Source: an optimization exercise on an open RTL-to-GDS flow (aim: small area, a short achievable clock period and few clock cycles per item). Production flows keep margins and buffers that such runs may drop.
RTL that was checked went through simulation tests only; none was proved equivalent to the original.
No functional check of the RTL was part of run 1.
Power figures rest on the tool's default switching activity, not on a simulated workload.

==> flow/design.v <==
`timescale 1ns / 1ps
module ksadd #(parameter W = 32) (
	input [W-1:0] a,
	input [W-1:0] b,
	input ci,
	output [W-1:0] s,
	output co
	);
localparam L = $clog2(W);
wire [W-1:0] p0 = a ^ b;
wire [W-1:0] g [0:L];
wire [W-1:0] p [0:L];
assign g[0] = (a & b) | {{(W-1){1'b0}}, p0[0] & ci};
assign p[0] = p0;
genvar l, i;
generate
	for (l = 0; l < L; l = l + 1) begin : lvl
		for (i = 0; i < W; i = i + 1) begin : bit_
			if (i >= (1 << l)) begin : m
				assign g[l+1][i] = g[l][i] | (p[l][i] & g[l][i-(1<<l)]);
				assign p[l+1][i] = p[l][i] & p[l][i-(1<<l)];
			end else begin : c
				assign g[l+1][i] = g[l][i];
				assign p[l+1][i] = p[l][i];
			end
		end
	end
endgenerate
wire [W:0] c = {g[L], ci};
assign s = p0 ^ c[W-1:0];
assign co = c[W];
endmodule
`timescale 1ns / 1ps
module register_bank(
	input clock,
	input we,
	input [4:0] wa,
	input [31:0] wd,
	input [4:0] ra,
	input [4:0] rb,
	output reg [31:0] qa,
	output reg [31:0] qb
	);
reg [31:0] r [1:31];
genvar g;
generate
	for (g = 1; g < 32; g = g + 1) begin : wr
		always @(posedge clock)
			if (we && wa == g)
				r[g] <= wd;
	end
endgenerate
integer i;
always @* begin
	qa = 32'b0;
	qb = 32'b0;
	for (i = 1; i < 32; i = i + 1) begin
		qa = qa | ({32{ra == i}} & r[i]);
		qb = qb | ({32{rb == i}} & r[i]);
	end
end
endmodule
`timescale 1ns / 1ps
module alu(
	input [31:0] a,
	input [31:0] bx,
	input sub,
	input sel_add,
	input sel_logic,
	input sel_shift,
	input sel_slt,
	input [1:0] lop,
	input sltu,
	input sleft,
	input sarith,
	input sfull,
	output [31:0] y
	);
wire [31:0] sum;
wire cout;
ksadd #(32) add (.a(a), .b(bx), .ci(sub), .s(sum), .co(cout));
wire [32:0] s33 = {cout, sum};
wire b31 = bx[31] ^ sub;
wire lt = sltu ? ~s33[32] : ((a[31] ^ b31) ? a[31] : s33[31]);
reg [31:0] lg;
always @* begin
	case (lop)
		2'b00: lg = a & bx;
		2'b01: lg = a | bx;
		2'b10: lg = a ^ bx;
		default: lg = ~(a | bx);
	endcase
end
wire fill = sarith & a[31];
wire big = sfull & (|bx[31:5]);
reg [31:0] xin, xout;
integer k;
always @* begin
	for (k = 0; k < 32; k = k + 1)
		xin[k] = sleft ? a[31-k] : a[k];
end
wire [63:0] xs = {{32{fill}}, xin} >> bx[4:0];
always @* begin
	for (k = 0; k < 32; k = k + 1)
		xout[k] = sleft ? xs[31-k] : xs[k];
end
wire [31:0] shr = big ? {32{fill}} : xout;
assign y = ({32{sel_add}} & sum)
         | ({32{sel_logic}} & lg)
         | ({32{sel_shift}} & shr)
         | {31'b0, sel_slt & lt};
endmodule
`timescale 1ns / 1ps
module MIPS_DLX(
	input clock,
	input reset,
	output [9:0] imem_addr,
	input [31:0] imem_data,
	output [9:0] dmem_addr,
	output [31:0] dmem_wdata,
	output dmem_we,
	input [31:0] dmem_rdata
	);
reg [9:0]  pc;
reg        d_v;             
reg [31:0] d_ir;
reg        d_bpa, d_bpb;    
reg        d_wen;           
reg [4:0]  d_wa;
reg        d_pt;            
reg [9:0]  d_alt;           
reg        e_wen;
reg [4:0]  e_wa;
reg        e_load, e_store, e_br, e_bne, e_pt;
reg [9:0]  e_alt;
reg [9:0]  e_addr;          
reg [31:0] e_a;             
reg [31:0] e_b;             
reg        e_sub, e_sadd, e_slog, e_ssh, e_sslt, e_sltu, e_sleft, e_sarith, e_sfull;
reg [1:0]  e_lop;
wire [31:0] alu_y;
alu ALU (
	.a(e_a), .bx(e_b),
	.sub(e_sub), .sel_add(e_sadd), .sel_logic(e_slog), .sel_shift(e_ssh), .sel_slt(e_sslt),
	.lop(e_lop), .sltu(e_sltu), .sleft(e_sleft), .sarith(e_sarith), .sfull(e_sfull),
	.y(alu_y)
	);
assign dmem_addr  = e_addr;
assign dmem_wdata = e_b;
assign dmem_we    = e_store;
wire [31:0] e_res = e_load ? dmem_rdata : alu_y;
wire e_taken = e_bne ^ (e_a == e_b);
wire mispredict = e_br & (e_taken ^ e_pt);
wire [5:0] op = d_ir[31:26];
wire [5:0] fn = d_ir[5:0];
wire d_rtype = ~op[5] & ~op[3] & ~op[2] & ~op[1];
wire d_br    = ~op[5] & ~op[3] &  op[2];
wire d_immal = ~op[5] &  op[3];
wire d_load  =  op[5] & ~op[3];
wire d_store =  op[5] &  op[3];
wire [31:0] rf_a, rf_b;
register_bank RF (
	.clock(clock),
	.we(e_wen), .wa(e_wa), .wd(e_res),
	.ra(d_ir[25:21]), .rb(d_ir[20:16]),
	.qa(rf_a), .qb(rf_b)
	);
wire byp_a = d_bpa & e_wen;
wire byp_b = d_bpb & e_wen;
wire stall = d_v & op[5] & byp_a;
wire go = d_v & ~stall & ~mispredict;
wire [31:0] d_a = byp_a ? e_res : rf_a;
wire [31:0] d_rtv = byp_b ? e_res : rf_b;
wire d_useimm = d_immal | d_load;
wire d_sext = ~(d_immal & op[2]);
wire d_sub = d_rtype ? (fn[5] & fn[1] & (fn[3] | ~fn[2])) : (d_immal & ~op[2] & op[1]);
wire [31:0] d_imm = {{16{d_sext & d_ir[15]}}, d_ir[15:0]};
wire [31:0] d_b = (d_useimm ? d_imm : d_rtv) ^ {32{d_sub}};
wire [9:0] d_addr;
ksadd #(10) add_ad (.a(rf_a[9:0]), .b(d_ir[9:0]), .ci(1'b0), .s(d_addr), .co());
always @(posedge clock) begin
	if (reset) begin
		e_wen   <= 1'b0;
		e_load  <= 1'b0;
		e_store <= 1'b0;
		e_br    <= 1'b0;
	end else begin
		e_wen   <= go & d_wen;
		e_load  <= go & d_load;
		e_store <= go & d_store;
		e_br    <= go & d_br;
	end
end
always @(posedge clock) begin
	e_wa     <= d_wa;
	e_bne    <= op[0];
	e_pt     <= d_pt;
	e_alt    <= d_alt;
	e_addr   <= d_addr;
	e_a      <= d_a;
	e_b      <= d_b;
	e_sub    <= d_sub;
	e_sadd   <= d_rtype ? (fn[5] & ~fn[3] & ~fn[2]) : ~(d_immal & (op[2] | op[1]));
	e_slog   <= d_rtype ? (fn[5] & ~fn[3] & fn[2]) : (d_immal & op[2]);
	e_ssh    <= d_rtype & ~fn[5];
	e_sslt   <= d_rtype ? (fn[5] & fn[3]) : (d_immal & ~op[2] & op[1]);
	e_lop    <= d_rtype ? fn[1:0] : op[1:0];
	e_sltu   <= d_rtype & fn[0];
	e_sleft  <= ~fn[1];
	e_sarith <= fn[0];
	e_sfull  <= ~fn[2];
end
assign imem_addr = pc;
wire [31:0] ins = imem_data;
wire [5:0] f_op = ins[31:26];
wire [4:0] f_rs = ins[25:21];
wire [4:0] f_rt = ins[20:16];
wire [4:0] f_rd = ins[15:11];
wire f_rtype = ~f_op[5] & ~f_op[3] & ~f_op[2] & ~f_op[1];
wire f_j     = ~f_op[5] & ~f_op[3] & ~f_op[2] &  f_op[1];
wire f_br    = ~f_op[5] & ~f_op[3] &  f_op[2];
wire f_writes = f_rtype | (~f_op[5] & f_op[3]) | (f_op[5] & ~f_op[3]);
wire [4:0] f_wa = f_rtype ? f_rd : f_rt;
wire f_wen = f_writes & (f_wa != 5'd0);
wire [9:0] pc_inc = pc + 10'd1;
wire [9:0] pc_br;
ksadd #(10) add_br (.a(pc), .b(ins[9:0]), .ci(1'b0), .s(pc_br), .co());
wire f_pt = ins[9] | (f_op[0] ^ (f_rs == f_rt));
reg [9:0] pc_next;
always @* begin
	if (mispredict)            pc_next = e_alt;
	else if (stall)            pc_next = pc;
	else if (f_j)              pc_next = ins[9:0];
	else if (f_br & f_pt)      pc_next = pc_br;
	else                       pc_next = pc_inc;
end
always @(posedge clock) begin
	if (reset) begin
		pc  <= 10'd0;
		d_v <= 1'b0;
	end else begin
		pc <= pc_next;
		if (mispredict)
			d_v <= 1'b0;
		else if (!stall)
			d_v <= 1'b1;
	end
end
always @(posedge clock) begin
	if (!stall) begin
		d_ir  <= ins;
		d_bpa <= d_v & d_wen & (d_wa == f_rs);
		d_bpb <= d_v & d_wen & (d_wa == f_rt);
		d_wen <= f_wen;
		d_wa  <= f_wa;
		d_pt  <= f_pt;
		d_alt <= f_pt ? pc_inc : pc_br;
	end
end
endmodule
==> flow/run.sh <==
#!/bin/bash
# synth_recipe.tcl (not shown) runs the flow's synth.tcl, then flattens the netlist and writes it again
# the make line also repeats each setting of config.mk as NAME=value (left out here)
make -C /OpenROAD-flow-scripts/flow DESIGN_CONFIG=/design/flow/config.mk WORK_HOME=/design/flow/orfs CLKGATE_MAP_FILE= SYNTH_SCRIPT=/design/flow/synth_recipe.tcl finish
==> flow/config.mk <==
export PLATFORM = sky130hd
export DESIGN_NAME = MIPS_DLX
export DESIGN_NICKNAME = MIPS_DLX
export VERILOG_FILES = /design/flow/design.v
export SDC_FILE = /design/flow/constraint.sdc
export NUM_CORES = 8
export LEC_CHECK = 0
export CAP_MARGIN = 20
export CORE_MARGIN = 2
export CORE_UTILIZATION = 40
export SETUP_SLACK_MARGIN = 5
export SLEW_MARGIN = 20
==> flow/constraint.sdc <==
create_clock -name core_clock -period 9.0 [get_ports {clock}]
set_input_delay 1.8000 -clock core_clock [delete_from_list [all_inputs] [get_ports {clock}]]
set_output_delay 1.8000 -clock core_clock [all_outputs]
set_load 0.01 [all_outputs]
==> flow_summary_export.csv, run 1 <==
group,metric,value,unit
run_status,status,"complete, no violations",
global_routing,grt_overflow,0,
final_layout,drive_above_1_share,0.181,
pwr,switching_share,0.302,
clocking,clockBufferDepth,3,
logic_synthesis,synth_top_family_by_area,"compound AO/OA/AOI/OAI gates",
timing,post-route-period-util,0.448,
clocking,clk_latency,760,ps
logic_synthesis,ys.warnings.count,6,
routing,routed_wl,272,mm
clocking,cts_tree,"built",
timing,slew_violations,0,
pwr,leakagePower,21.9,nW
timing,worst_pin_slew,1230,ps
logic_synthesis,synth_fp_nets,4350,
worst_hold_path,hp-start,"d_alt[9]",
clocking,h-tree-depth,3,
global_routing,grtUsageMet2,0.523,
logic_synthesis,synth_fa_ha_area_frac,0.0215,
logic_synthesis,synthFlopType,"edfxtp_1",
global_routing,grt_util_all_layers,0.370,
logic_synthesis,synthSimpleGateAreaFrac,0.0696,
worst_hold_path,hold_path.class,"reg -> reg",
logic_synthesis,synth_seq_cells,1159,
global_routing,busiest_layer,"met2",
final_layout,final_cell_mix,"edfxtp_1, a221oi_1, a22o_1, a22oi_1, buf_4",
timing,setup_viol,0,
routing,drt-wirelength-per-cell,43.1,um
clocking,clk_pin_slew_worst_paths,60,ps
worst_setup_path,ff2ff_path_depth,12,
die,die-area,0.140,mm2
logic_synthesis,synth_cell_types,92,
timing,hold_violations,0,
pwr,intPower,10.8,mW
run,max_cap_viol_count,0,
die,rows,135,
global_routing,grt_use_met3,0.178,
timing,setup_tns,0,ps
worst_hold_path,holdPathStages,0,
die,core_area,0.136,mm2
logic_synthesis,async_flop_share,0,
die,die_h,375,um
routing,drt-pass1-iter-count,11,
logic_synthesis,synth_mux_area_frac,0.0437,
timing,whs,336,ps
worst_setup_path,cpPeakStageDelay,570,ps
place,io_buffers,117,
timing,relSlewSlack,0.177,
global_routing,antenna_found_initial,9,
pwr,pwr-share-comb,0.218,
timing,period_minus_slack,4030,ps
final_layout,final_util,0.481,
worst_setup_path,startpoint_type,"register",
global_routing,grt_max_degree,72,
logic_synthesis,postSynthCellCount,4193,
place,hpwlAfterDp,151,mm
pwr,peakVddDrop,0.000167,V
logic_synthesis,yosys-top-cells-area,"edfxtp_1, a221oi_1, a22o_1",
worst_setup_path,crit_required,9630,ps
routing,viasPerCell,7.55,
worst_setup_path,crit_arrival,4660,ps
global_routing,met1_usage,0.445,
logic_synthesis,synth_compound_area_frac,0.208,
routing,num_vias,47500,
worst_setup_path,path_cells,"buf_12, buf_4, mux4_2, mux2_4, o21a_1, mux4_2, o211ai_1, nand4_1, buf_4, mux2_4, nor2_1, nor2_1",
worst_hold_path,min_to,"e_alt[9]",
final_layout,fin_nets,4557,
logic_synthesis,synth_xor_area_frac,0.0145,
pwr,powerDensity,237,mW/mm2
logic_synthesis,netlist_area,0.0549,mm2
worst_setup_path,rr_startpoint,"e_b[0]",
final_layout,synthToLayoutAreaGrowth,19.1,%
timing,rsz0062_at_grt,"true",
worst_setup_path,worstPathMaxFanout,10,
logic_synthesis,synth_top_area_cell,"edfxtp_1",
logic_synthesis,synth-seq-area-share,0.612,
worst_setup_path,path_class,"reg -> reg",
worst_setup_path,critPathCaptureType,"register",
global_routing,grt_pass1_vias,43900,
clocking,clock-root-buffer,"clkbuf_16",
routing,postRouteAntennaNets,0,
clocking,holdBufCountCts,0,
routing,drtIter0Drc,10100,
clocking,cts.sinks,1159,
worst_setup_path,slowest_stage,"mux4_2",
worst_setup_path,reg2reg_to,"e_a[4]",
final_layout,layout_commonest_cell,"edfxtp_1",
die,die_w,375,um
clocking,cts_buffers,118,
place,gp_congestion,0.993,
pwr,seqPwrFrac,0.442,
timing,finalClockSkew,32.9,ps
routing,drc,0,
pwr,power.switching,4.68,mW
global_routing,grt_pass1_wl,359,mm
worst_setup_path,r2r_slack,4970,ps
logic_synthesis,yosysTopAreaCellShare,0.569,
die,ios,119,
pwr,clkPwrFrac,0.340,
timing,max_freq,0.248,GHz
die,initial_core_util,0.404,
logic_synthesis,synth_edf_count,1042,
logic_synthesis,syn_area_per_cell,13.1,um2
cells in the mapped netlist (17+ instances only):
master / instances
nor2_1: 218
inv_1: 125
xnor2_1: 51
o21ai_0: 122
nand4_1: 108
nand2_1: 168
nand3_1: 130
xor2_1: 40
clkbuf_1: 221
mux2_2: 37
mux2i_1: 54
mux4_2: 56
nor3_1: 35
o211ai_1: 24
dfxtp_1: 117
nor4_1: 17
a221oi_1: 341
edfxtp_1: 1042
a22oi_1: 298
a21oi_1: 150
buf_1: 48
a22o_1: 323
nand2b_1: 17
ha_1: 87
worst max-delay path by stage:
stage               slack (ps)         to  startpoint  depth (start not counted)
floorplan                 5010    e_b[31]      e_b[1]                         14
global placement          3400     e_a[0]      e_b[1]                         12
detailed placement        3260     e_a[0]      e_b[1]                         12
CTS                       4950     e_a[0]     e_b[16]                         12
global route              4940  e_addr[8]    d_ir[23]                         17
finish                    4970     e_a[4]      e_b[0]                         12
logic make-up after synthesis:
kind of cell / count (synthesis)
AO/OA/AOI/OAI: 1479
XOR/XNOR: 91
buffers and inverters: 428
multiplexers: 154
flip-flops: 1159
adder cells (fa/ha/maj): 92
AND/OR/NAND/NOR: 790
area by class of cell:
type | count | area, um2
well taps | 1781 | 2230
clock buffers | 141 | 3190
repair buffers | 376 | 3790
diodes | 11 | 27.5
multi-input cells | 2610 | 21100
clock inverters | 83 | 932
flip-flops and latches | 1159 | 33700
fillers | 11700 | 70500
repair inverters | 3 | 20.0
inverters | 132 | 523
layer usage:
metal / up-vias / share of wire
met3: 1655 / 0.18
met4: 30 / 0.093
li1: 17800 / -
met5: - / 0.0027
met1: 23000 / 0.33
met2: 5026 / 0.40
what timing repair did:
item / 4_1_cts / 5_1_grt
pin swaps: 27 / 31
endpoints found under the setup margin: 913 / 330
cloned: 9 / 6
buffers inserted: 52 / 44
gates resized for setup: 162 / 113
per-stage QoR:
stage          instance area, um2  power [mW]  worst slack, ps  cells
2_1_floorplan               55000        8.59             5010   4193
3_3_place_gp                59100        9.83             3400   5950
3_5_place_dp                59100        9.85             3260   5950
4_1_cts                     64500        15.2             4950   6235
5_1_grt                     65400        15.8             4940   6285
6_report                    65500        15.5             4970   6296
flip-flops by register name (all words and copies together) (netlist names), 2 cells and up:
name    cells
e_a        32
e_addr     10
d_wa        5
pc         10
e_lop       2
e_alt      10
d_ir       31
d_alt      10
RF.r      992
e_b        32
e_wa        5
worst max-delay path, delay by kind of cell, from the launching register on:
kind | cells | cell delay, ps
muxes | 4 | 1790
AOI/OAI and AO/OA | 2 | 620
buffers and inverters | 3 | 580
and+or+nand+nor | 3 | 510
DFF | 1 | 410
power groups by stage:
stage	clock [mW]	sequential, mW	combinational [mW]
after detailed placement	0	6.97	2.89
after CTS	5.24	6.85	3.06
final	5.28	6.86	3.38
after global placement	0	6.97	2.86
after global routing	5.46	6.87	3.51
after floorplan	0	6.89	1.70
==> run 2: changes to the inputs <==
--- a/flow/design.v
+++ b/flow/design.v
@@ -1,3 +1,3 @@
 `timescale 1ns / 1ps
-module ksadd #(parameter W = 32) (
+module ksadd #(parameter W = 32, parameter L = 5) (   
 	input [W-1:0] a,
@@ -8,3 +8,2 @@
 	);
-localparam L = $clog2(W);
 wire [W-1:0] p0 = a ^ b;
@@ -150,3 +149,3 @@
 assign dmem_we    = e_store;
-wire [31:0] e_res = e_load ? dmem_rdata : alu_y;
+wire [31:0] e_res = alu_y | (dmem_rdata & {32{e_load}});
 wire e_taken = e_bne ^ (e_a == e_b);
@@ -179,3 +178,3 @@
 wire [9:0] d_addr;
-ksadd #(10) add_ad (.a(rf_a[9:0]), .b(d_ir[9:0]), .ci(1'b0), .s(d_addr), .co());
+ksadd #(10, 4) add_ad (.a(rf_a[9:0]), .b(d_ir[9:0]), .ci(1'b0), .s(d_addr), .co());
 always @(posedge clock) begin
@@ -202,3 +201,3 @@
 	e_sub    <= d_sub;
-	e_sadd   <= d_rtype ? (fn[5] & ~fn[3] & ~fn[2]) : ~(d_immal & (op[2] | op[1]));
+	e_sadd   <= d_rtype ? (fn[5] & ~fn[3] & ~fn[2]) : (d_immal & ~op[2] & ~op[1]);
 	e_slog   <= d_rtype ? (fn[5] & ~fn[3] & fn[2]) : (d_immal & op[2]);
@@ -226,3 +225,3 @@
 wire [9:0] pc_br;
-ksadd #(10) add_br (.a(pc), .b(ins[9:0]), .ci(1'b0), .s(pc_br), .co());
+ksadd #(10, 4) add_br (.a(pc), .b(ins[9:0]), .ci(1'b0), .s(pc_br), .co());
 wire f_pt = ins[9] | (f_op[0] ^ (f_rs == f_rt));
--- a/flow/config.mk
+++ b/flow/config.mk
@@ -10,2 +10,4 @@
 export CORE_UTILIZATION = 40
+export CTS_CLUSTER_DIAMETER = 100
+export CTS_CLUSTER_SIZE = 20
 export SETUP_SLACK_MARGIN = 5
==> run 2 against run 1 <==
Effect of this change:
- still clean on timing, DRC and antenna
- routed wire length down 0.18%
- clock skew is 24 ps higher
- design area is 3.4% lower
- global-route usage about the same
- final cell count grew 1.7%
- utilization shrank 2.1 points
- sequential power fell by 8.5%
- via count rose by 0.57%
- total power is 22% lower
- critical path type unchanged
- largest power group unchanged
==> flow_summary_export.csv, run 2 <==
group,metric,value,unit
global_routing,grt_overflow,0,
die,initial_core_util,0.403,
worst_setup_path,worstPathMaxFanout,20,
routing,routed_wl,271,mm
logic_synthesis,yosysTopAreaCellShare,0.566,
final_layout,final_cell_mix,"edfxtp_1, a22oi_1, nand2_1, buf_4, a22o_1",
final_layout,layout_commonest_cell,"edfxtp_1",
worst_setup_path,crit_arrival,4740,ps
place,gp_congestion,1.01,
timing,setup_viol,0,
run_status,status,"complete, no violations",
logic_synthesis,yosys-top-cells-area,"edfxtp_1, a22oi_1, dfxtp_1",
timing,slew_violations,0,
die,ios,119,
worst_hold_path,hold_path.class,"reg -> reg",
worst_setup_path,cpPeakStageDelay,720,ps
logic_synthesis,synthFlopType,"edfxtp_1",
logic_synthesis,syn_area_per_cell,12.5,um2
die,rows,136,
timing,post-route-period-util,0.463,
worst_setup_path,slowest_stage,"a21oi_1",
worst_setup_path,r2r_slack,4830,ps
global_routing,grt_util_all_layers,0.370,
routing,wl_met3,48.7,mm
routing,route.met2.wl,108,mm
worst_setup_path,reg2reg_to,"e_b[23]",
routing,postRouteAntennaNets,0,
global_routing,grt_max_degree,68,
run,max_cap_viol_count,0,
timing,relSlewSlack,0.134,
place,hpwlAfterDp,150,mm
routing,drt-wirelength-per-cell,42.3,um
routing,drtIter0Drc,10200,
timing,max_freq,0.240,GHz
final_layout,synthToLayoutAreaGrowth,14.4,%
timing,hold_violations,0,
logic_synthesis,synth_top_area_cell,"edfxtp_1",
worst_setup_path,crit_required,9570,ps
place,io_buffers,117,
clocking,clockBufferDepth,3,
logic_synthesis,synth_seq_cells,1159,
routing,drc,0,
clocking,clock-root-buffer,"clkbuf_16",
final_layout,design_area,0.0632,mm2
logic_synthesis,synth_edf_count,1042,
logic_synthesis,synth_fp_nets,4589,
final_layout,largest_reg_flops,992,
logic_synthesis,postSynthCellCount,4432,
routing,drt-pass1-iter-count,9,
clocking,cts_buffers,69,
pwr,peakVddDrop,0.000138,V
logic_synthesis,yosysMostFrequentCell,"edfxtp_1",
timing,worst_pin_slew,1290,ps
timing,rsz0062_at_grt,"true",
routing,num_vias,47800,
pwr,total_power,12.1,mW
final_layout,drive_above_1_share,0.134,
worst_setup_path,critPathCaptureType,"register",
clocking,clk_pin_slew_worst_paths,80,ps
clocking,cts_tree,"built",
final_layout,fin_nets,4718,
routing,drt-met1-wl,90.0,mm
timing,finalClockSkew,56.4,ps
global_routing,antenna_found_initial,5,
die,die_h,376,um
die,die-area,0.141,mm2
logic_synthesis,ys.warnings.count,6,
worst_hold_path,holdPathStages,0,
worst_setup_path,rr_startpoint,"d_ir[20]",
worst_setup_path,path_class,"reg -> reg",
logic_synthesis,synth_cell_types,90,
final_layout,largest-register,"RF.r",
die,core_area,0.137,mm2
clocking,h-tree-depth,3,
clocking,cts.sinks,1159,
worst_setup_path,ff2ff_path_depth,9,
routing,viasPerCell,7.46,
place,dpl-instance-area,0.0595,mm2
die,die_w,376,um
pwr,leakagePower,21.6,nW
global_routing,grt_pass1_wl,361,mm
routing,top_layer,"met5",
timing,period_minus_slack,4170,ps
final_layout,largestRegisters,"RF.r x992, e_a x32, e_b x32",
logic_synthesis,synth_commonest_cells,"edfxtp_1, a22oi_1, nand2_1",
global_routing,grt_pass1_vias,43900,
clocking,clk_latency,730,ps
worst_setup_path,path_cells,"or3b_2, nor2_4, buf_4, a22oi_1, nand2_1, nor4_1, a21oi_1, o21ai_1, xnor2_1",
logic_synthesis,synth-seq-area-share,0.608,
pwr,powerDensity,191,mW/mm2
logic_synthesis,async_flop_share,0,
worst_hold_path,min_to,"e_alt[7]",
worst_setup_path,startpoint_type,"register",
timing,setup_tns,0,ps
worst_hold_path,hp-start,"d_alt[7]",
logic_synthesis,netlist_area,0.0553,mm2
[run 2: changes by cell type in the layout (fill, tap and decap cells not counted), moves of 24 or more]
cell       before  now
o21ai_0       113   71
a221oi_1      332  162
clkbuf_16     127   73
a22o_1        323  164
nand4_1       108   84
a22oi_1       292  642
nor4_1         15   63
clkinv_2       29    0
nand2_1       163  407
nand3_1       128   82
xor2_1         40   16
[run 2: timing repair]
item / CTS / global route
endpoints found under the setup margin: 877 / 303
cloned: 7 / 3
pin swaps: 15 / 23
setup buffers: 44 / 41
hold buffers: 0 / 0
gates resized for setup: 131 / 59
[run 2: where the power goes]
group	internal (mW)	switching, mW
combinational	0.888	1.55
sequential	6.08	0.203
clock	1.51	1.88
[run 2: logic make-up after synthesis]
| family | share of synthesized area |
|---|---|
| compound gates | 0.200 |
| flops | 0.608 |
| buf+inv | 0.0291 |
| fa+ha+maj | 0.0211 |
| mux | 0.0397 |
| xor+xnor | 0.0133 |
| simple gates | 0.0883 |
[run 2: final cells by class]
cell class,count,area (um2)
diodes,14,35.0
clock buffers,95,1870
clock inverters,9,170
fillers,12200,74100
inverters,110,443
multi-input cells,2860,21300
flip-flops and latches,1159,33700
well taps,1794,2240
repair buffers,358,3470
repair inverters,3,20.0
[run 2: critical path, delay by kind of cell, from the launching register on]
kind	cells	cell delay, ps
flops	1	690
compound gates	3	1030
buf+inv	1	640
simple gates	4	1440
xor+xnor	1	170
[run 2: stage by stage]
| stage | setup slack, ps | hold slack [ps] | cells | util |
|---|---|---|---|---|
| floorplan | 5000 | 323 | 4432 | - |
| global placement | 3790 | 324 | 6189 | 0.433 |
| detailed placement | 3810 | 327 | 6189 | 0.433 |
| CTS | 5000 | 346 | 6344 | 0.456 |
| global route | 4780 | 352 | 6397 | 0.460 |
| finish | 4830 | 345 | 6402 | 0.460 |
[run 2: worst max path at each step]
stage	startpoint	endpoint	slack (ps)
final	d_ir[20]	e_b[23]	4830
after global routing	d_ir[24]	e_addr[8]	4780
after CTS	d_ir[22]	e_addr[9]	5000
after detailed placement	e_b[3]	RF.r[16][29]	3810
after global placement	e_b[3]	RF.r[13][29]	3790
after floorplan	e_b[2]	e_b[30]	5000
[run 2: metal layers]
layer | GRT usage | up-vias
met3 | 0.176 | 1457
met5 | 0.0151 | -
met1 | 0.453 | 23300
li1 | - | 18100
met2 | 0.521 | 4942
met4 | 0.230 | 11
Testbench counts of run 2, summed over its fixed seeds: cycles 134,075, instrs 122,234.
==> run 3: changes to the inputs <==
--- a/flow/design.v
+++ b/flow/design.v
@@ -37,3 +37,3 @@
 	input [31:0] wd,
-	input [4:0] ra,
+	input [31:1] sa,      
 	input [4:0] rb,
@@ -56,3 +56,3 @@
 	for (i = 1; i < 32; i = i + 1) begin
-		qa = qa | ({32{ra == i}} & r[i]);
+		qa = qa | ({32{sa[i]}} & r[i]);
 		qb = qb | ({32{rb == i}} & r[i]);
@@ -94,3 +94,3 @@
 wire big = sfull & (|bx[31:5]);
-reg [31:0] xin, xout;
+reg [31:0] xin, xrev;
 integer k;
@@ -103,8 +103,12 @@
 	for (k = 0; k < 32; k = k + 1)
-		xout[k] = sleft ? xs[31-k] : xs[k];
-end
-wire [31:0] shr = big ? {32{fill}} : xout;
+		xrev[k] = xs[31-k];
+end
+wire shr = sel_shift & ~sleft & ~big;
+wire shl = sel_shift & sleft & ~big;
+wire shf = sel_shift & big & fill;
 assign y = ({32{sel_add}} & sum)
          | ({32{sel_logic}} & lg)
-         | ({32{sel_shift}} & shr)
+         | ({32{shr}} & xs[31:0])
+         | ({32{shl}} & xrev)
+         | {32{shf}}
          | {31'b0, sel_slt & lt};
@@ -125,2 +129,3 @@
 reg [31:0] d_ir;
+reg [31:1] d_sa;            
 reg        d_bpa, d_bpb;    
@@ -163,3 +168,3 @@
 	.we(e_wen), .wa(e_wa), .wd(e_res),
-	.ra(d_ir[25:21]), .rb(d_ir[20:16]),
+	.sa(d_sa), .rb(d_ir[20:16]),
 	.qa(rf_a), .qb(rf_b)
@@ -170,4 +175,3 @@
 wire go = d_v & ~stall & ~mispredict;
-wire [31:0] d_a = byp_a ? e_res : rf_a;
-wire [31:0] d_rtv = byp_b ? e_res : rf_b;
+wire [31:0] d_a = ({32{byp_a}} & e_res) | ({32{~byp_a}} & rf_a);
 wire d_useimm = d_immal | d_load;
@@ -176,3 +180,6 @@
 wire [31:0] d_imm = {{16{d_sext & d_ir[15]}}, d_ir[15:0]};
-wire [31:0] d_b = (d_useimm ? d_imm : d_rtv) ^ {32{d_sub}};
+wire bpb_n = byp_b & ~d_useimm & ~d_sub;
+wire bpb_i = byp_b & ~d_useimm & d_sub;
+wire [31:0] d_b0 = ((d_useimm ? d_imm : rf_b) ^ {32{d_sub}}) & {32{~(byp_b & ~d_useimm)}};
+wire [31:0] d_b = ({32{bpb_n}} & e_res) | ({32{bpb_i}} & ~e_res) | d_b0;
 wire [9:0] d_addr;
@@ -227,2 +234,8 @@
 wire f_pt = ins[9] | (f_op[0] ^ (f_rs == f_rt));
+reg [31:1] f_sa;
+integer k;
+always @* begin
+	for (k = 1; k < 32; k = k + 1)
+		f_sa[k] = (f_rs == k);
+end
 reg [9:0] pc_next;
@@ -250,2 +263,3 @@
 		d_ir  <= ins;
+		d_sa  <= f_sa;
 		d_bpa <= d_v & d_wen & (d_wa == f_rs);
==> run 3 against run 2 <==
Effect of this change:
- design area down 0.27%
- first-iteration DRC count up 0.43%
- utilization down 0.68 points
- sequential cell count up 26
- critical endpoint is now e_b[6]
- largest cell class unchanged
==> flow_summary_export.csv, run 3 <==
group,metric,value,unit
worst_setup_path,crit_required,9560,ps
final_layout,largest_reg_flops,992,
die,core_area,0.139,mm2
worst_setup_path,r2r_slack,4920,ps
routing,postRouteAntennaNets,0,
logic_synthesis,yosys-top-cells-area,"edfxtp_1, a22oi_1, dfxtp_1",
timing,finalClockSkew,41.2,ps
final_layout,synthToLayoutAreaGrowth,13.0,%
die,die_w,377,um
pwr,leakagePower,21.4,nW
routing,viasPerCell,7.37,
clocking,holdBufCountCts,0,
logic_synthesis,synth_edf_count,1068,
logic_synthesis,yosysTopAreaCellShare,0.575,
global_routing,grt_max_degree,77,
worst_hold_path,holdPathStages,0,
timing,period_minus_slack,4080,ps
clocking,cts.sinks,1185,
worst_setup_path,crit_family,"multiplexers",
pwr,powerDensity,197,mW/mm2
final_layout,drive_above_1_share,0.123,
timing,worst_pin_slew,1160,ps
logic_synthesis,postSynthCellCount,4414,
logic_synthesis,async_flop_share,0,
timing,relSlewSlack,0.218,
routing,drtIter0Drc,10200,
run,max_cap_viol_count,0,
logic_synthesis,synth_cell_types,84,
logic_synthesis,synthFlopType,"edfxtp_1",
die,die-area,0.143,mm2
global_routing,grt_overflow,0,
clocking,cts_buffers,70,
logic_synthesis,netlist_area,0.0558,mm2
clocking,h-tree-depth,3,
worst_setup_path,path_cells,"buf_12, mux2_2, mux4_2, mux2i_1, mux2i_1, o21ai_2, mux2_2, o211ai_1, buf_4, a21oi_1, xnor2_1",
worst_setup_path,reg2reg_to,"e_b[6]",
logic_synthesis,yosysMostFrequentCell,"edfxtp_1",
timing,setup_tns,0,ps
worst_setup_path,slowest_stage,"o21ai_2",
clocking,clock-root-buffer,"clkbuf_16",
place,dp_cells,6263,
clocking,clk_pin_slew_worst_paths,80,ps
routing,num_vias,47400,
final_layout,largest-register,"RF.r",
logic_synthesis,ys.warnings.count,6,
worst_setup_path,ff2ff_path_depth,11,
global_routing,antenna_found_initial,21,
clocking,clk_latency,720,ps
logic_synthesis,synth_fp_nets,4571,
worst_setup_path,worstPathMaxFanout,42,
place,gp_congestion,0.996,
timing,post-route-period-util,0.453,
die,initial_core_util,0.401,
worst_hold_path,min_to,"e_alt[4]",
worst_setup_path,rr_startpoint,"e_sleft",
timing,max_freq,0.245,GHz
timing,whs,345,ps
worst_setup_path,path_class,"reg -> reg",
logic_synthesis,synth_top_area_cell,"edfxtp_1",
timing,setup_viol,0,
final_layout,layout_commonest_cell,"edfxtp_1",
die,rows,137,
place,io_buffers,117,
final_layout,final_cell_mix,"edfxtp_1, a22oi_1, nand2_1, a221oi_1, buf_4",
die,ios,119,
run_status,status,"complete, no violations",
timing,slew_violations,0,
clocking,cts_tree,"built",
clocking,clockBufferDepth,3,
global_routing,grt_pass1_vias,43800,
worst_hold_path,hold_path.class,"reg -> reg",
worst_setup_path,crit_arrival,4640,ps
worst_hold_path,hp-start,"d_alt[4]",
worst_setup_path,critPathCaptureType,"register",
worst_setup_path,startpoint_type,"register",
pwr,peakVddDrop,0.000143,V
final_layout,fin_nets,4665,
global_routing,grt_util_all_layers,0.365,
logic_synthesis,syn_area_per_cell,12.6,um2
final_layout,fin_cells,6432,
logic_synthesis,synth-seq-area-share,0.617,
routing,drt-wirelength-per-cell,41.9,um
routing,drt-pass1-iter-count,10,
place,dp_slack,3490,ps
routing,drc,0,
final_layout,fillers,12400,
logic_synthesis,synth_seq_cells,1185,
place,hpwlAfterDp,144,mm
worst_setup_path,crit_buf_inv,2,
timing,rsz0062_at_grt,"true",
logic_synthesis,synth_commonest_cells,"edfxtp_1, a22oi_1, nand2_1",
timing,worst_slack,4920,ps
worst_setup_path,cpPeakStageDelay,810,ps
global_routing,grt_pass1_wl,358,mm
timing,hold_violations,0,
final_layout,final_util,0.454,
final_layout,largestRegisters,"RF.r x992, e_a x32, e_b x32",
die,die_h,377,um
routing,routed_wl,269,mm
[run 3: how the worst max path moves through the flow]
stage,startpoint,to,depth (start not counted)
floorplan,imem_data[22],pc[6],11
CTS,d_sa[22],e_addr[9],14
detailed placement,e_b[1],RF.r[16][22],10
global placement,e_b[1],RF.r[20][22],10
global route,e_a[31],e_b[3],9
finish,e_sleft,e_b[6],11
[run 3: kinds of logic after synthesis]
family | after synthesis | synth area share
AOI/OAI and AO/OA | 1498 | 0.198
DFF | 1185 | 0.617
and+or+nand+nor | 961 | 0.0795
buffers and inverters | 438 | 0.0314
muxes | 145 | 0.0382
xor gates and xnor gates | 96 | 0.0151
adders and majority gates | 91 | 0.0209
[run 3: worst reg2reg max path: stages, from the launching register on]
cell and delay (ps):
dfxtp_4 560, buf_12 310, mux2_2 420, mux4_2 490
mux2i_1 210, mux2i_1 130, o21ai_2 810, mux2_2 370
o211ai_1 90, buf_4 250, a21oi_1 230, xnor2_1 80
[run 3: timing repair]
item                       in CTS  in global routing
cloned                          6                  9
gates resized for setup        73                 85
setup buffers                  13                 21
setup endpoints to repair    1067                301
pin swaps                      11                 22
[run 3: per-stage QoR]
stage	instance area, um2	power (mW)
finish	63100	12.4
global route	63100	12.7
CTS	62500	12.2
detailed placement	59900	8.77
global placement	59900	8.77
floorplan	55900	7.85
[run 3: cell type report]
type	instances	area, um2	area share
flip-flops and latches	1185	34400	0.546
multi-input cells	2795	20600	0.327
repair buffers	315	2930	0.0464
well taps	1876	2350	0.0372
clock buffers	107	1980	0.0313
inverters	132	543	0.00861
clock inverters	6	96.3	0.00153
repair inverters	9	65.1	0.00103
diodes	7	17.5	0.000278
[run 3: metal layers]
layer,share of wire,track usage,up-vias,wire (um)
met4,0.098,0.258,18,26300
met1,0.33,0.444,22800,87700
li1,-,-,17900,-
met2,0.40,0.519,5102,108000
met3,0.18,0.153,1602,47300
met5,0.0014,0.0148,-,368
[run 3: power by group]
| group | total (mW) | switching [mW] | internal (mW) |
|---|---|---|---|
| clock | 3.44 | 1.88 | 1.56 |
| combinational | 2.53 | 1.63 | 0.905 |
| sequential | 6.43 | 0.218 | 6.21 |
Testbench counts of run 3, summed over its fixed seeds: cycles 134,075, instrs 122,234.
==> run 4: changes to the inputs <==
==> flow/flow/run.sh (new file) <==
#!/bin/bash
set -euo pipefail
cd "$(dirname "$0")/.."
bash standard.sh ADDER_MAP_FILE= SETUP_SLACK_MARGIN=5.4 finish > orfs_make.log 2>&1
==> flow/standard.sh (new file) <==
#!/bin/bash
# synth_recipe.tcl (not shown) runs the flow's synth.tcl, then flattens the netlist and writes it again
# the make line also repeats each setting of config.mk as NAME=value (left out here)
make -C /OpenROAD-flow-scripts/flow DESIGN_CONFIG=/design/flow/config.mk WORK_HOME=/design/flow/orfs CLKGATE_MAP_FILE= SYNTH_SCRIPT=/design/flow/synth_recipe.tcl "${@:-finish}"
--- a/flow/config.mk
+++ b/flow/config.mk
@@ -12,2 +12,3 @@
 export CTS_CLUSTER_SIZE = 20
+export PLACE_DENSITY = 0.7
 export SETUP_SLACK_MARGIN = 5
removed: flow/run.sh
==> run 4 against run 3 <==
Effect of this change:
- still clean
- die area grew 0.25%
- clock skew grew 19 ps
- worst setup slack gained 210 ps
- combinational power is essentially flat
- routed wire length shrank 4.0%
- clock power shrank 4%
- fmax grew 5.5%
- hold slack is essentially flat
- sequential share of layout area shrank 0.43 points
- synthesized cell count shrank 1.0%
- utilization grew 0.43 points
- design area grew 1.1%
- critical path type unchanged
==> flow_summary_export.csv, run 4 <==
group,metric,value,unit
final_layout,fin_nets,4503,
worst_setup_path,path_common_cell,"buf_4",
pwr,powerDensity,193,mW/mm2
clocking,clock-root-buffer,"clkbuf_16",
worst_setup_path,crit_required,9570,ps
logic_synthesis,synth_seq_cells,1185,
logic_synthesis,synth-seq-area-share,0.615,
run,max_cap_viol_count,0,
worst_setup_path,cpPeakStageDelay,740,ps
pwr,power.switching,3.67,mW
pwr,leakagePower,21.2,nW
final_layout,design_area,0.0637,mm2
worst_setup_path,path_cells,"buf_4, buf_4, a22o_1, a221oi_1, nand3_1, or4_1, inv_1, a2111o_1, a21oi_1, o31ai_2, xor2_1",
worst_setup_path,r2r_slack,5140,ps
worst_hold_path,hold_path.class,"reg -> reg",
global_routing,grt_overflow,0,
clocking,cts_tree,"built",
die,die-area,0.143,mm2
die,ios,119,
final_layout,largestRegisters,"RF.r x992, e_a x32, e_b x32",
die,die_h,378,um
clocking,clk_pin_slew_worst_paths,90,ps
place,gp_congestion,0.999,
worst_setup_path,slowest_stage,"or4_1",
logic_synthesis,syn_area_per_cell,12.8,um2
pwr,seqPwrFrac,0.528,
timing,worst_slack,5140,ps
final_layout,layout_commonest_cell,"edfxtp_1",
logic_synthesis,yosysTopAreaCellShare,0.573,
routing,drt-pass1-iter-count,13,
worst_hold_path,holdPathStages,0,
final_layout,drive_above_1_share,0.156,
global_routing,antenna_found_initial,12,
global_routing,grt_max_degree,78,
worst_setup_path,critPathCaptureType,"register",
clocking,h-tree-depth,3,
worst_setup_path,crit_buf_inv,3,
final_layout,largest-register,"RF.r",
logic_synthesis,synth_fp_nets,4436,
place,dpl-instance-area,0.0598,mm2
timing,relSlewSlack,0.221,
timing,setup_tns,0,ps
logic_synthesis,synth_cell_types,84,
timing,rsz0062_at_grt,"true",
pwr,switching_share,0.298,
final_layout,final_util,0.458,
pwr,clkPwrFrac,0.269,
die,initial_core_util,0.402,
die,die_w,378,um
final_layout,multi_input_comb_area,0.0213,mm2
logic_synthesis,netlist_area,0.0559,mm2
final_layout,fillers,12300,
place,dp_slack,3900,ps
die,core_area,0.139,mm2
logic_synthesis,synth_edf_count,1068,
worst_setup_path,worstPathMaxFanout,5,
final_layout,largest_reg_flops,992,
worst_setup_path,crit_cells,11,
die,rows,137,
routing,drtIter0Drc,10600,
pwr,peakVddDrop,0.000190,V
pwr,intPower,8.65,mW
timing,hold_violations,0,
logic_synthesis,yosysMostFrequentCell,"edfxtp_1",
logic_synthesis,yosys-top-cells-area,"edfxtp_1, a22oi_1, dfxtp_1",
timing,post-route-period-util,0.429,
worst_setup_path,crit_family,"compound AO/OA/AOI/OAI gates",
timing,period_minus_slack,3860,ps
worst_setup_path,path_class,"reg -> reg",
routing,num_vias,48400,
logic_synthesis,synth_top_area_cell,"edfxtp_1",
timing,finalClockSkew,59.9,ps
global_routing,grt_pass1_wl,347,mm
logic_synthesis,synth_commonest_cells,"edfxtp_1, a22oi_1, nand2_1",
pwr,pwr-share-comb,0.203,
clocking,clockBufferDepth,3,
routing,drc,0,
timing,max_freq,0.259,GHz
timing,setup_viol,0,
global_routing,grt_util_all_layers,0.347,
timing,slew_violations,0,
routing,postRouteAntennaNets,0,
clocking,clk_latency,700,ps
place,io_buffers,117,
worst_setup_path,crit_arrival,4440,ps
routing,routed_wl,258,mm
pwr,total_power,12.3,mW
global_routing,grt_pass1_vias,44400,
run_status,status,"complete, no violations",
clocking,holdBufCountCts,0,
logic_synthesis,ys.warnings.count,6,
place,hpwlAfterDp,134,mm
final_layout,final_cell_mix,"edfxtp_1, a22oi_1, nand2_1, a22o_1, a221oi_1",
routing,viasPerCell,7.63,
timing,worst_pin_slew,1160,ps
logic_synthesis,async_flop_share,0,
worst_setup_path,ff2ff_path_depth,11,
clocking,cts.sinks,1185,
routing,drt-wirelength-per-cell,40.7,um
clocking,cts_buffers,69,
final_layout,synthToLayoutAreaGrowth,13.9,%
worst_setup_path,startpoint_type,"register",
logic_synthesis,synthFlopType,"edfxtp_1",
final_layout,ff_latch_area,0.0345,mm2
logic_synthesis,postSynthCellCount,4370,
run 4: cell types whose count changed in the layout (fill, tap and decap cells not counted), sizes merged, moves of 28 or more:
cell	delta
a21oi	-32
a221o	+67
a22o	+82
a22oi	-121
buf	+28
ha	-87
inv	-91
nand2	-90
xor2	+74
run 4: final timing paths:
kind,from,end
setup / recovery,d_sa[31],e_addr[9]
hold / removal,d_alt[5],e_alt[5]
setup reg to reg,d_sa[31],e_addr[9]
hold reg to reg,d_alt[5],e_alt[5]
run 4: kinds of logic after synthesis:
kind of cell	after synthesis	share of synthesized area
AO/OA/AOI/OAI	1551	0.213
flip-flops	1185	0.615
AND/OR/NAND/NOR	893	0.0753
buffers and inverters	400	0.0282
XOR/XNOR	186	0.0291
multiplexers	137	0.0364
adder cells (fa/ha/maj)	18	0.00324
run 4: power by group through the flow:
stage          Sequential, mW  Combinational, mW  Clock [mW]
6_report                 6.51               2.50        3.31
3_5_place_dp             6.62               2.09           0
3_3_place_gp             6.61               2.07           0
2_1_floorplan            6.44               1.44           0
4_1_cts                  6.50               2.25        3.27
5_1_grt                  6.52               2.58        3.45
run 4: cell type report:
class / count / share of cell area
sequential: 1185 / 0.542
multi-input combinational: 2790 / 0.334
timing repair buffer: 339 / 0.0516
tap: 1876 / 0.0368
clock buffer: 96 / 0.0290
inverter: 40 / 0.00283
clock inverter: 9 / 0.00183
timing repair inverter: 12 / 0.00141
antenna: 5 / 0.000196
run 4: repair_timing:
item,4_1_cts,5_1_grt
buffers inserted,43,34
endpoints found under the setup margin,962,400
pin swaps,30,20
cloned,12,10
resized for setup,247,155
run 4: stage by stage:
| stage | std cells | hold WS (ps) |
|---|---|---|
| after global routing | 6350 | 356 |
| after floorplan | 4370 | 323 |
| final | 6352 | 346 |
| after CTS | 6303 | 349 |
| after global placement | 6143 | 325 |
| after detailed placement | 6143 | 330 |
run 4: metal layers:
layer  routed length [um]  vias to the layer above  global-route usage
met5                  515                        -              0.0144
met1                80300                    22900               0.412
met3                50900                     1859               0.181
li1                     -                    18000                   -
met2                99700                     5674               0.477
met4                27000                       26               0.250
==> run 5: changes to the inputs <==
--- a/flow/config.mk
+++ b/flow/config.mk
@@ -12,3 +12,2 @@
 export CTS_CLUSTER_SIZE = 20
-export PLACE_DENSITY = 0.7
 export SETUP_SLACK_MARGIN = 5
==> run 5 against run 4 <==
Effect of this change:
- still clean
- global-route usage up 2.2 points
- synthesized area unchanged
- clock skew down 6.2 ps
- design area up 0.94%
- register-to-register slack better by 190 ps
- largest cell class unchanged
==> flow_summary_export.csv, run 5 <==
group,metric,value,unit
timing,rsz0062_at_grt,"true",
logic_synthesis,netlist_area,0.0559,mm2
pwr,switching_share,0.301,
final_layout,fin_nets,4541,
logic_synthesis,postSynthCellCount,4370,
clocking,clockBufferDepth,3,
logic_synthesis,synth_cell_types,84,
logic_synthesis,synth_seq_cells,1185,
logic_synthesis,yosys-top-cells-area,"edfxtp_1, a22oi_1, dfxtp_1",
routing,num_vias,48400,
worst_setup_path,reg2reg_to,"e_a[25]",
clocking,clk_pin_slew_worst_paths,90,ps
routing,drt-pass1-iter-count,8,
routing,postRouteAntennaNets,0,
die,die_w,378,um
timing,worst_pin_slew,1240,ps
global_routing,antenna_found_initial,13,
timing,period_minus_slack,3670,ps
pwr,seqPwrFrac,0.521,
run_status,status,"complete, no violations",
global_routing,busiest_layer,"met2",
logic_synthesis,ys.warnings.count,6,
worst_hold_path,hp-start,"d_alt[3]",
routing,drtIter0Drc,9773,
worst_setup_path,ff2ff_path_depth,11,
pwr,intPower,8.72,mW
timing,slew_violations,0,
worst_setup_path,crit_arrival,4210,ps
final_layout,largest_reg_flops,992,
worst_hold_path,hold_path.class,"reg -> reg",
timing,hold_violations,0,
logic_synthesis,synth_fp_nets,4436,
worst_setup_path,startpoint_type,"register",
die,initial_core_util,0.402,
die,die_h,378,um
logic_synthesis,yosysTopAreaCellShare,0.573,
timing,setup_tns,0,ps
global_routing,grt_pass1_wl,364,mm
worst_setup_path,crit_required,9540,ps
global_routing,grtUsageMet2,0.524,
worst_hold_path,min_to,"e_alt[3]",
pwr,leakagePower,21.4,nW
timing,max_freq,0.272,GHz
run,max_cap_viol_count,0,
final_layout,synthToLayoutAreaGrowth,15.0,%
global_routing,grt_overflow,0,
pwr,peakVddDrop,0.000137,V
routing,viasPerCell,7.57,
logic_synthesis,yosysMostFrequentCell,"edfxtp_1",
place,io_buffers,117,
timing,relSlewSlack,0.172,
clocking,h-tree-depth,3,
logic_synthesis,syn_area_per_cell,12.8,um2
timing,post-route-period-util,0.408,
worst_setup_path,r2r_slack,5330,ps
logic_synthesis,synth_edf_count,1068,
clocking,cts_tree,"built",
pwr,pwr-share-comb,0.207,
timing,setup_viol,0,
pwr,clkPwrFrac,0.272,
timing,whs,340,ps
clocking,cts_buffers,70,
logic_synthesis,async_flop_share,0,
global_routing,grt_use_met3,0.170,
clocking,clk_latency,720,ps
die,ios,119,
die,die-area,0.143,mm2
place,hpwlAfterDp,147,mm
global_routing,grt_pass1_vias,44300,
worst_setup_path,critPathCaptureType,"register",
global_routing,met1_usage,0.447,
clocking,clock-root-buffer,"clkbuf_16",
die,rows,137,
final_layout,largest-register,"RF.r",
global_routing,grt_max_degree,70,
global_routing,grt_util_all_layers,0.369,
timing,finalClockSkew,53.7,ps
routing,drt-wirelength-per-cell,42.7,um
pwr,powerDensity,194,mW/mm2
place,dp_cells,6159,
place,gp_congestion,0.976,
die,core_area,0.139,mm2
worst_setup_path,rr_startpoint,"e_b[0]",
worst_setup_path,path_class,"reg -> reg",
final_layout,layout_commonest_cell,"edfxtp_1",
final_layout,drive_above_1_share,0.163,
final_layout,largestRegisters,"RF.r x992, e_a x32, e_b x32",
routing,routed_wl,273,mm
logic_synthesis,synth_commonest_cells,"edfxtp_1, a22oi_1, nand2_1",
logic_synthesis,synth-seq-area-share,0.615,
worst_setup_path,worstPathMaxFanout,11,
final_layout,final_cell_mix,"edfxtp_1, a22oi_1, nand2_1, a22o_1, a221oi_1",
worst_hold_path,holdPathStages,0,
logic_synthesis,synthFlopType,"edfxtp_1",
final_layout,fin_cells,6400,
logic_synthesis,synth_top_area_cell,"edfxtp_1",
pwr,power.switching,3.76,mW
routing,drc,0,
clocking,cts.sinks,1185,
-- run 5: stage by stage --
step | total power, mW | instance area [um2] | setup slack [ps] | utilization
floorplan | 7.88 | 56100 | 5100 | -
global placement | 8.74 | 59900 | 3950 | 0.430
detailed placement | 8.76 | 59900 | 3880 | 0.430
CTS | 12.2 | 63400 | 5400 | 0.456
global route | 12.7 | 64300 | 5300 | 0.462
finish | 12.5 | 64300 | 5330 | 0.462
-- run 5: cell type report --
cell class	instances	area [um2]
fillers	12500	74900
flip-flops and latches	1185	34500
multi-input cells	2795	21400
repair buffers	372	3680
well taps	1876	2350
clock buffers	98	1900
inverters	40	190
clock inverters	8	133
repair inverters	11	82.6
diodes	15	37.5
-- run 5: timing repair --
item / in CTS / in global routing
hold endpoints to repair: 0 / 0
resized for setup: 271 / 156
pin swaps: 38 / 43
hold buffers: 0 / 0
cloned: 17 / 12
setup endpoints to repair: 903 / 554
setup buffers: 51 / 40
-- run 5: cell families (layout without fill, tap and decap cells) --
logic type               count (synthesis)  after routing  share of synthesized area
AO/OA/AOI/OAI                         1551           1554                      0.213
XOR/XNOR                               186            186                     0.0291
adder cells (fa/ha/maj)                 18             18                    0.00324
buffers and inverters                  400            529                     0.0282
flip-flops                            1185           1185                      0.615
multiplexers                           137            137                     0.0364
other                                    0             15                          0
AND/OR/NAND/NOR                        893            900                     0.0753
-- run 5: power groups by stage --
stage               Sequential, mW  Clock (mW)  Combinational (mW)
finish                        6.50        3.40                2.59
global route                  6.51        3.56                2.67
CTS                           6.50        3.38                2.36
detailed placement            6.62           0                2.14
global placement              6.61           0                2.13
floorplan                     6.44           0                1.44
-- run 5: worst max-delay path by stage --
stage	slack, ps	to	start	depth (start not counted)
global placement	3950	pc[1]	imem_data[22]	12
detailed placement	3880	pc[1]	imem_data[21]	12
floorplan	5100	pc[1]	imem_data[22]	12
finish	5330	e_a[25]	e_b[0]	11
CTS	5400	RF.r[27][27]	e_b[0]	11
global route	5300	e_a[25]	e_b[0]	13
-- run 5: metal layers --
| layer | vias to the layer above | share of wire |
|---|---|---|
| met5 | - | 0.00083 |
| met4 | 16 | 0.096 |
| met3 | 1642 | 0.18 |
| met2 | 5261 | 0.40 |
| met1 | 23400 | 0.33 |
| li1 | 18100 | - |
-- run 5: worst max-delay path, stage by stage (launching register included) --
cell and delay [ps]:
dfxtp_4 390, buf_12 160, mux4_1 670, mux2i_2 260, mux2_2 220, nor2_1 50
a31oi_2 240, mux2_2 230, o22a_1 200, nand3_2 250, or3_4 540, o22a_1 300
==> run 6: changes to the inputs <==
--- a/flow/design.v
+++ b/flow/design.v
@@ -130,2 +130,3 @@
 reg [31:1] d_sa;            
+reg        d_lbyp;          
 reg        d_bpa, d_bpb;    
@@ -164,3 +165,3 @@
 wire d_store =  op[5] &  op[3];
-wire [31:0] rf_a, rf_b;
+wire [31:0] rf_a0, rf_b;
 register_bank RF (
@@ -169,7 +170,8 @@
 	.sa(d_sa), .rb(d_ir[20:16]),
-	.qa(rf_a), .qb(rf_b)
-	);
+	.qa(rf_a0), .qb(rf_b)
+	);
+wire [31:0] rf_a = rf_a0 | ({32{d_lbyp}} & dmem_rdata);
 wire byp_a = d_bpa & e_wen;
 wire byp_b = d_bpb & e_wen;
-wire stall = d_v & op[5] & byp_a;
+wire stall = d_v & op[5] & byp_a & ~e_load;
 wire go = d_v & ~stall & ~mispredict;
@@ -234,2 +236,3 @@
 wire f_pt = ins[9] | (f_op[0] ^ (f_rs == f_rt));
+wire f_lbyp = d_v & d_load & d_wen & (d_wa == f_rs);
 reg [31:1] f_sa;
@@ -263,3 +266,4 @@
 		d_ir  <= ins;
-		d_sa  <= f_sa;
+		d_sa  <= f_sa & ~{31{f_lbyp}};
+		d_lbyp <= f_lbyp;
 		d_bpa <= d_v & d_wen & (d_wa == f_rs);
==> run 6 against run 5 <==
Effect of this change:
- clock power fell by 3%
- clock skew shrank 20 ps
- global-route usage up 1.1 points
- sequential cell count increased by 1
- synthesized area shrank 1.8%
- critical endpoint is now d_alt[8]
- largest power group unchanged
==> flow_summary_export.csv, run 6 <==
group,metric,value,unit
final_layout,layout_commonest_cell,"edfxtp_1",
die,core_area,0.136,mm2
worst_setup_path,worstPathMaxFanout,4,
die,die-area,0.140,mm2
worst_setup_path,crit_arrival,4580,ps
worst_setup_path,cpPeakStageDelay,350,ps
global_routing,antenna_found_initial,5,
worst_setup_path,slowest_stage,"maj3_2",
global_routing,grt_max_degree,70,
timing,max_freq,0.241,GHz
logic_synthesis,yosys-top-cells-area,"edfxtp_1, a22oi_1, dfxtp_1",
logic_synthesis,synth_cell_types,76,
logic_synthesis,netlist_area,0.0549,mm2
logic_synthesis,yosysTopAreaCellShare,0.584,
place,hpwlAfterDp,147,mm
clocking,clk_latency,700,ps
clocking,clock-root-buffer,"clkbuf_16",
final_layout,fillers,11900,
timing,finalClockSkew,34.0,ps
timing,period_minus_slack,4150,ps
routing,drt-wirelength-per-cell,44.6,um
clocking,h-tree-depth,3,
die,die_w,375,um
final_layout,largest_reg_flops,992,
clocking,holdBufCountCts,0,
global_routing,grt_pass1_vias,44100,
logic_synthesis,synthFlopType,"edfxtp_1",
worst_setup_path,path_class,"in -> reg",
die,ios,119,
timing,post-route-period-util,0.461,
clocking,clockBufferDepth,3,
worst_hold_path,holdPathStages,0,
worst_setup_path,startpoint_type,"input pin",
logic_synthesis,syn_area_per_cell,12.9,um2
final_layout,design_area,0.0641,mm2
logic_synthesis,postSynthCellCount,4273,
pwr,powerDensity,195,mW/mm2
logic_synthesis,synth_fp_nets,4339,
worst_setup_path,critPathCaptureType,"register",
final_layout,final_cell_mix,"edfxtp_1, a22oi_1, a221oi_1, a22o_1, buf_4",
logic_synthesis,async_flop_share,0,
clocking,cts_tree,"built",
die,initial_core_util,0.404,
timing,slew_violations,0,
run,max_cap_viol_count,0,
logic_synthesis,synth_commonest_cells,"edfxtp_1, a22oi_1, clkbuf_1",
logic_synthesis,synth_seq_cells,1186,
worst_setup_path,path_cells,"dlygate4sd2_1, maj3_2, maj3_2, maj3_2, maj3_2, maj3_2, maj3_2, xnor2_1, nor2_1, a21oi_1, xnor2_1",
pwr,total_power,12.5,mW
die,rows,135,
global_routing,grt_util_all_layers,0.380,
clocking,cts_buffers,69,
routing,viasPerCell,7.74,
die,die_h,375,um
logic_synthesis,yosysMostFrequentCell,"edfxtp_1",
run_status,status,"complete, no violations",
worst_setup_path,crit_required,9440,ps
routing,num_vias,48200,
timing,worst_pin_slew,1180,ps
final_layout,fin_nets,4466,
pwr,leakagePower,20.8,nW
logic_synthesis,ys.warnings.count,6,
worst_hold_path,hold_path.class,"reg -> reg",
logic_synthesis,synth-seq-area-share,0.627,
routing,drc,0,
clocking,cts.sinks,1186,
worst_setup_path,path_common_cell,"maj3_2",
final_layout,synthToLayoutAreaGrowth,16.7,%
routing,routed_wl,278,mm
global_routing,grt_overflow,0,
timing,setup_viol,0,
place,io_buffers,117,
global_routing,grt_pass1_wl,368,mm
timing,relSlewSlack,0.212,
clocking,clk_pin_slew_worst_paths,90,ps
final_layout,largestRegisters,"RF.r x992, e_a x32, e_b x32",
final_layout,drive_above_1_share,0.180,
timing,hold_violations,0,
timing,setup_tns,0,ps
place,gp_congestion,1.01,
logic_synthesis,synth_top_area_cell,"edfxtp_1",
pwr,peakVddDrop,0.000140,V
worst_setup_path,ff2ff_path_depth,14,
routing,drtIter0Drc,10400,
final_layout,largest-register,"RF.r",
place,dpl-instance-area,0.0588,mm2
routing,drt-pass1-iter-count,11,
timing,rsz0062_at_grt,"true",
logic_synthesis,synth_edf_count,1069,
routing,postRouteAntennaNets,0,
[run 6: cell types whose count changed after synthesis, sizes merged, moves of 32 or more]
cell / change
a22oi: +64
clkbuf: +32
nand3: +70
a221o: -70
nand2: -108
a221oi: +42
[run 6: per-stage QoR]
step,utilization,cells,worst slack [ps],hold WS [ps]
after CTS,0.463,6164,4870,339
final,0.472,6226,4850,338
after detailed placement,0.433,5965,3430,329
after global placement,0.433,5964,3420,325
after floorplan,-,4273,4240,323
after global routing,0.471,6214,4770,350
[run 6: final cells by class]
class                      count  area [um2]  share of cell area
antenna                       12        30.0            0.000468
clock buffer                 101        1890              0.0295
clock inverter                 3        28.8            0.000449
inverter                      30         154             0.00240
multi-input combinational   2708       21000               0.327
sequential                  1186       34600               0.539
tap                         1781        2230              0.0348
timing repair buffer         398        4220              0.0658
timing repair inverter         7        52.6            0.000820
[run 6: cells by family (layout without fill, tap and decap cells)]
family	Yosys count	after routing	synth area share
AO/OA/AOI/OAI	1510	1520	0.206
XOR/XNOR	194	194	0.0309
adder cells (fa/ha/maj)	28	28	0.00533
buffers and inverters	391	539	0.0270
flip-flops	1186	1186	0.627
multiplexers	116	116	0.0288
other	0	12	0
AND/OR/NAND/NOR	848	850	0.0747
[run 6: worst paths after layout]
kind / slack, ps / end / from
max: 4850 / d_alt[8] / imem_data[2]
min: 340 / e_alt[9] / d_alt[9]
max reg2reg: 5000 / RF.r[11][30] / e_b[0]
min reg2reg: 340 / e_alt[9] / d_alt[9]
[run 6: repair_timing]
action	4_1_cts	5_1_grt
pin swaps	62	44
buffers inserted	70	40
endpoints found under the setup margin	1023	632
gates cloned	25	8
gates resized for setup	383	147
[run 6: metal layers]
metal  wire [um]  vias to the layer above  track usage
li1            -                    17700            -
met1       89400                    23300        0.459
met2      110000                     5467        0.534
met3       49600                     1667        0.171
met4       27700                       28        0.273
met5         695                        -       0.0141
[run 6: worst max-delay path, delay by kind of cell]
kind,cells,cell delay (ps)
AND/OR/NAND/NOR,1,60
XOR/XNOR,2,250
AO/OA/AOI/OAI,1,140
adder cells (fa/ha/maj),6,2020
buffers and inverters,1,300
[run 6: power breakdown]
part / internal (mW) / switching (mW) / total, mW
registers: 6.24 / 0.259 / 6.50
logic: 1.05 / 1.65 / 2.70
clock network: 1.46 / 1.83 / 3.30
total: 8.76 / 3.74 / 12.5
Testbench counts of run 6, summed over its fixed seeds: cycles 132,283, instrs 122,234.
==> run 7: changes to the inputs <==
--- a/flow/design.v
+++ b/flow/design.v
@@ -135,2 +135,4 @@
 reg        d_pt;            
+reg        d_fuse;          
+reg        d_azero;         
 reg [9:0]  d_alt;           
@@ -158,2 +160,3 @@
 wire mispredict = e_br & (e_taken ^ e_pt);
+wire d_redirect;
 wire [5:0] op = d_ir[31:26];
@@ -177,2 +180,7 @@
 wire go = d_v & ~stall & ~mispredict;
+wire d_fuse_ok = d_v & d_immal & ~op[2] & ~op[1] & (d_ir[15:0] == 16'hffff) & d_wen & ~byp_a;
+always @(posedge clock)
+	d_azero <= (rf_a0 == 32'd1);
+wire d_fpt = op[0] ^ d_azero;
+assign d_redirect = d_v & d_fuse & (d_fpt ^ d_pt) & ~mispredict;
 wire [31:0] d_a = ({32{byp_a}} & e_res) | ({32{~byp_a}} & rf_a);
@@ -204,4 +212,4 @@
 	e_bne    <= op[0];
-	e_pt     <= d_pt;
-	e_alt    <= d_alt;
+	e_pt     <= d_fuse ? d_fpt : d_pt;
+	e_alt    <= d_redirect ? pc : d_alt;
 	e_addr   <= d_addr;
@@ -246,2 +254,3 @@
 	if (mispredict)            pc_next = e_alt;
+	else if (d_redirect)       pc_next = d_alt;
 	else if (stall)            pc_next = pc;
@@ -257,3 +266,3 @@
 		pc <= pc_next;
-		if (mispredict)
+		if (mispredict | d_redirect)
 			d_v <= 1'b0;
@@ -274,4 +283,5 @@
 		d_alt <= f_pt ? pc_inc : pc_br;
-	end
-end
-endmodule
+		d_fuse <= f_br & (f_rt == 5'd0) & (f_rs == d_wa) & d_fuse_ok;
+	end
+end
+endmodule
==> run 7 against run 6 <==
Effect of this change:
- utilization down 0.32 points
- worst setup slack got worse by 31 ps
- sequential share of layout area fell by 0.19 points
- design area up 0.55%
- total power is 0.13% higher
- sequential power about the same
- synthesized area is 1.2% higher
==> flow_summary_export.csv, run 7 <==
group,metric,value,unit
final_layout,design_area,0.0645,mm2
final_layout,drive_above_1_share,0.167,
routing,drt-wirelength-per-cell,43.6,um
logic_synthesis,synthSimpleGateAreaFrac,0.0769,
logic_synthesis,syn_area_per_cell,12.8,um2
global_routing,grt_pass1_vias,44400,
final_layout,ff_latch_area,0.0346,mm2
worst_hold_path,hp-start,"e_alt[2]",
worst_setup_path,path_common_cell,"maj3_2",
timing,period_minus_slack,4180,ps
timing,max_freq,0.239,GHz
routing,postRouteAntennaNets,0,
routing,routed_wl,274,mm
final_layout,fillers,12100,
worst_setup_path,crit_required,9460,ps
pwr,seqPwrFrac,0.522,
worst_setup_path,reg2reg_to,"e_b[21]",
worst_hold_path,min_to,"pc[2]",
clocking,clk_pin_slew_worst_paths,90,ps
final_layout,layout_commonest_cell,"edfxtp_1",
timing,finalClockSkew,35.3,ps
pwr,switching_share,0.300,
worst_setup_path,crit_arrival,4640,ps
die,die-area,0.142,mm2
timing,setup_tns,0,ps
final_layout,final_cell_mix,"edfxtp_1, a22oi_1, a22o_1, a221oi_1, buf_4",
logic_synthesis,synth_edf_count,1070,
logic_synthesis,yosys-top-cells-area,"edfxtp_1, a22oi_1, dfxtp_1",
worst_setup_path,startpoint_type,"input pin",
routing,drc,0,
die,die_h,377,um
clocking,h-tree-depth,3,
final_layout,largestRegisters,"RF.r x992, e_a x32, e_b x32",
worst_setup_path,path_class,"in -> reg",
place,hpwlAfterDp,150,mm
worst_setup_path,rr_startpoint,"d_ir[19]",
logic_synthesis,synth_seq_cells,1188,
global_routing,grt_util_all_layers,0.371,
routing,viasPerCell,7.61,
global_routing,grt_pass1_wl,364,mm
clocking,clockBufferDepth,3,
pwr,clkPwrFrac,0.272,
worst_setup_path,crit_buf_inv,1,
routing,drt-pass1-iter-count,9,
run,max_cap_viol_count,0,
logic_synthesis,yosysTopAreaCellShare,0.578,
clocking,cts.sinks,1188,
pwr,powerDensity,194,mW/mm2
global_routing,grt_max_degree,77,
worst_hold_path,hold_path.class,"reg -> reg",
die,core_area,0.138,mm2
pwr,power.switching,3.75,mW
timing,relSlewSlack,0.190,
worst_setup_path,path_cells,"buf_12, a31oi_4, o31ai_4, maj3_2, maj3_2, maj3_2, maj3_2, maj3_2, maj3_2, xnor2_2, mux2i_1, xor2_1",
logic_synthesis,async_flop_share,0,
clocking,cts_tree,"built",
logic_synthesis,synth_compound_area_frac,0.209,
place,dpl-instance-area,0.0596,mm2
worst_setup_path,ff2ff_path_depth,10,
final_layout,fin_nets,4525,
timing,rsz0062_at_grt,"true",
run_status,status,"complete, no violations",
logic_synthesis,synth_fp_nets,4404,
worst_setup_path,cpPeakStageDelay,350,ps
routing,num_vias,47900,
worst_setup_path,worstPathMaxFanout,4,
worst_setup_path,critPathCaptureType,"register",
clocking,cts_buffers,70,
logic_synthesis,yosysMostFrequentCell,"edfxtp_1",
place,dp_cells,6058,
logic_synthesis,synth_cell_types,85,
-- run 7: cell count changes after synthesis, sizes merged, moves of 14 or more --
cell   delta
nor2     +15
a22o     +15
a22oi    -43
nand4    -14
nor4     -17
nand2    -18
or4      +18
nand3    +29
mux2     +16
-- run 7: per-stage QoR --
stage / hold WS (ps) / worst slack [ps] / power, mW / utilization
after global placement: 438 / 3380 / 8.74 / 0.433
after floorplan: 385 / 4340 / 7.85 / -
after CTS: 447 / 4860 / 12.2 / 0.460
final: 440 / 4820 / 12.5 / 0.468
after detailed placement: 436 / 3350 / 8.76 / 0.433
after global routing: 465 / 4760 / 12.8 / 0.468
-- run 7: cell type report --
cell class | instances | area share
well taps | 1794 | 0.0348
diodes | 8 | 0.000311
clock buffers | 96 | 0.0300
clock inverters | 7 | 0.00120
multi-input cells | 2771 | 0.329
inverters | 23 | 0.00153
repair inverters | 3 | 0.000349
repair buffers | 402 | 0.0659
flip-flops and latches | 1188 | 0.537
-- run 7: metal layers --
metal  track usage  routed length (um)  vias up
li1              -                   -    18000
met1         0.452               90600    23300
met2         0.532              110000     5057
met3         0.163               48200     1501
met4         0.245               24500       12
met5             0                 284        -
-- run 7: kinds of logic after synthesis --
kind of cell | Yosys count
xor+xnor | 194
compound gates | 1541
simple gates | 875
mux | 130
buf+inv | 382
flops | 1188
fa+ha+maj | 28
-- run 7: worst register-to-register path, stage by stage (launching register included) --
cell and delay (ps):
edfxtp_1 540, nand3b_1 490, nor2_4 490, buf_4 710
a22o_1 340, a221oi_1 70, nand4_1 170, nor3_1 90
nor2_1 380, a21oi_1 140, xnor2_1 180
-- run 7: worst max-delay path by stage --
stage / depth (start not counted) / startpoint / to
2_1_floorplan: 12 / imem_data[1] / d_alt[9]
3_3_place_gp: 12 / imem_data[0] / d_alt[9]
3_5_place_dp: 12 / imem_data[0] / d_alt[9]
4_1_cts: 12 / imem_data[1] / d_alt[9]
5_1_grt: 12 / imem_data[0] / d_alt[9]
6_report: 12 / imem_data[0] / d_alt[9]
-- run 7: power groups by stage --
stage	clock [mW]	sequential [mW]	combinational, mW
after floorplan	0	6.46	1.39
after global placement	0	6.62	2.12
after detailed placement	0	6.62	2.13
after CTS	3.37	6.51	2.34
after global routing	3.55	6.54	2.66
final	3.40	6.53	2.58
-- run 7: what timing repair did --
item	CTS	global route
setup buffers	64	42
pin swaps	43	50
endpoints found under the setup margin	928	492
gates cloned	11	6
gates resized for setup	296	157
Testbench counts of run 7, summed over its fixed seeds: cycles 129,100, instrs 122,234.

Setup slack of run 7, layout unchanged: 4.822 ns with ideal ports, 4.845 ns with driving cells assumed (clock clkbuf_16, inputs buf_2), 4.061 ns with port delays also shifted by the 0.784 ns mid clock arrival.
